Background: an optimization exercise with open tools, aiming at small area. Do not read the settings as production practice. Power and IR drop assume default switching activity.

## flash_bus
module flash_bus #(
	parameter NUM_OF_CHIPS 			= 4,
	parameter CMD_FIFO_DATA_WIDTH 	= 72,
	parameter WR_FIFO_DATA_WIDTH 	= 128,
	parameter RD_FIFO_DATA_WIDTH 	= 136,
	parameter RSLT_FIFO_DATA_WIDTH 	= 26,
	parameter PERIOD 				= 8,
	parameter PAGE_SIZE_WIDTH		= 15
 )
 (
	input 	i_clk,
	input 	i_rst,
        output o_top_bus_active,
        input i_recording_en,
        input i_disp_cmd_req,
        output o_disp_cmd_ack,
        input [CMD_FIFO_DATA_WIDTH-1:0] i_disp_cmd_data,
        output o_disp_rsp_req,
        input i_disp_rsp_ack,
        input i_disp_rsp_listening,
        output [RSLT_FIFO_DATA_WIDTH-1:0] o_disp_rsp_data,
        output [NUM_OF_CHIPS-1:0] o_disp_chip_active,
        output o_disp_wr_buffer_rsvd,
        output o_disp_rd_buffer_rsvd,
        input [15:0] i_adc_sample_fifo_data,
        input        i_adc_sample_fifo_almost_empty,
        input        i_adc_sample_fifo_empty,
        output       o_adc_sample_fifo_re,
        input        i_adc_sample_fifo_valid,
        output [12:0] o_wr_buffer_addr,
        input  [15:0] i_wr_buffer_data,
        output [12:0] o_rd_buffer_addr,
        output [15:0] o_rd_buffer_data,
        output        o_rd_buffer_we,
	output	[0:31]						o_cyclecount_sum,
	input								i_cyclecount_reset,
	input	[0:7]						i_cyclecount_start,
	input	[0:7]						i_cyclecount_end,
        output o_adc_master_record,
	input 	[7:0] 						i_bus_data,
	output 	[7:0]	 					o_bus_data,
	output		 						o_bus_data_tri_n,
	output 								o_bus_we_n,
	output 								o_bus_re_n,
	output [NUM_OF_CHIPS-1:0] 					o_bus_ces_n,
	output 								o_bus_cle,
	output 								o_bus_ale,
        output [NUM_OF_CHIPS-1:0] o_chip_exists
 );
Size: roughly 270 I/O pins.
==> flow/config.mk <==
export PLATFORM = sky130hd
export DESIGN_NAME = flash_bus
export DESIGN_NICKNAME = flash_bus
export VERILOG_FILES = /design/flow/design.v
export SDC_FILE = /design/flow/constraint.sdc
export NUM_CORES = 4
export LEC_CHECK = 0
export CAP_MARGIN = 20
export CORE_MARGIN = 2
export CORE_UTILIZATION = 40
export SLEW_MARGIN = 20
==> flow/constraint.sdc <==
create_clock -name core_clock -period 8.0 [get_ports {i_clk}]
set_input_delay 1.6000 -clock core_clock [delete_from_list [all_inputs] [get_ports {i_clk}]]
set_output_delay 1.6000 -clock core_clock [all_outputs]
set_load 0.01 [all_outputs]
standard.sh (not shown) runs the stock make flow with config.mk's settings and CLKGATE_MAP_FILE= SYNTH_SCRIPT=/design/flow/synth_recipe.tcl, a recipe that flattens the netlist after the stock synthesis.
==> flow/flow/run.sh <==
#!/bin/bash
# Layout flow: the standard flow (standard synthesis, floorplan, power grid,
# placement, CTS, routing) with two changes that only affect buffering:
#  - the input and output ports get sky130_fd_sc_hd__buf_1 port buffers instead
#    of the default clkdlybuf4s50_1;
#  - clock tree synthesis uses clkbuf_4/clkbuf_8 and inserts no dummy loads.
# The full make output goes to flow_make.log in the work folder; each ORFS
# step also keeps its own log under orfs/logs/.
set -euo pipefail
bash standard.sh \
  "BUFFER_PORTS_ARGS=-buffer_cell sky130_fd_sc_hd__buf_1" \
  "CTS_ARGS=-sink_clustering_enable -repair_clock_nets -dont_use_dummy_load -buf_list {sky130_fd_sc_hd__clkbuf_4 sky130_fd_sc_hd__clkbuf_8}" \
  finish > flow_make.log 2>&1
Rerun with:
==> flow/run.sh (new file) <==
#!/bin/bash
# synth_recipe.tcl (not shown) runs the flow's synth.tcl, then flattens the netlist and writes it again
# the make line also repeats each setting of config.mk as NAME=value (left out here)
make -C /OpenROAD-flow-scripts/flow DESIGN_CONFIG=/design/flow/config.mk WORK_HOME=/design/flow/orfs CLKGATE_MAP_FILE= SYNTH_SCRIPT=/design/flow/synth_recipe.tcl finish
removed: flow/flow/run.sh
removed: flow/standard.sh
Effect:
- combinational power goes up by about 3%
- non-clock buffer count grows by 4
- worst hold slack is about the same
- cell area is higher by 6.4%
- utilization climbs by 2.9 points
- die area stays the same
- global-route usage goes up by 0.43 points
- wire length is higher by 2.9%
- clock-buffer cell count decreases by 11
- worst setup slack improves by 120 ps
No run of this note included a check of the RTL's function; only the layout flow was run.

## separate check: timing with driven ports
The results above use ideal ports. As a check the final layouts listed here were re-extracted and re-timed, cells and wires unchanged.
Step 1, drivers: a clkbuf_16 drives i_clk and a buf_2 each remaining input, both assumed.
Step 2 adds t to the input delays and takes it off the output delays; t is the mean of the earliest and latest rising clock arrival at the registers after step 1. Input paths then give back, and output paths get back, about the clock's delay inside the block.
Three values: ideal ports, drivers, drivers and shift; two values: the first two.
| run | t, ns | setup slack, ns | worst data-port slew with drivers (ns) |
|---|---|---|---|
| the first run | 0.760 | 1.453 / 1.453 / 1.453 | 0.08 |
| the second run | 0.682 | 1.573 / 1.573 / 1.573 | 0.08 |
After both steps every run listed still meets setup and hold.
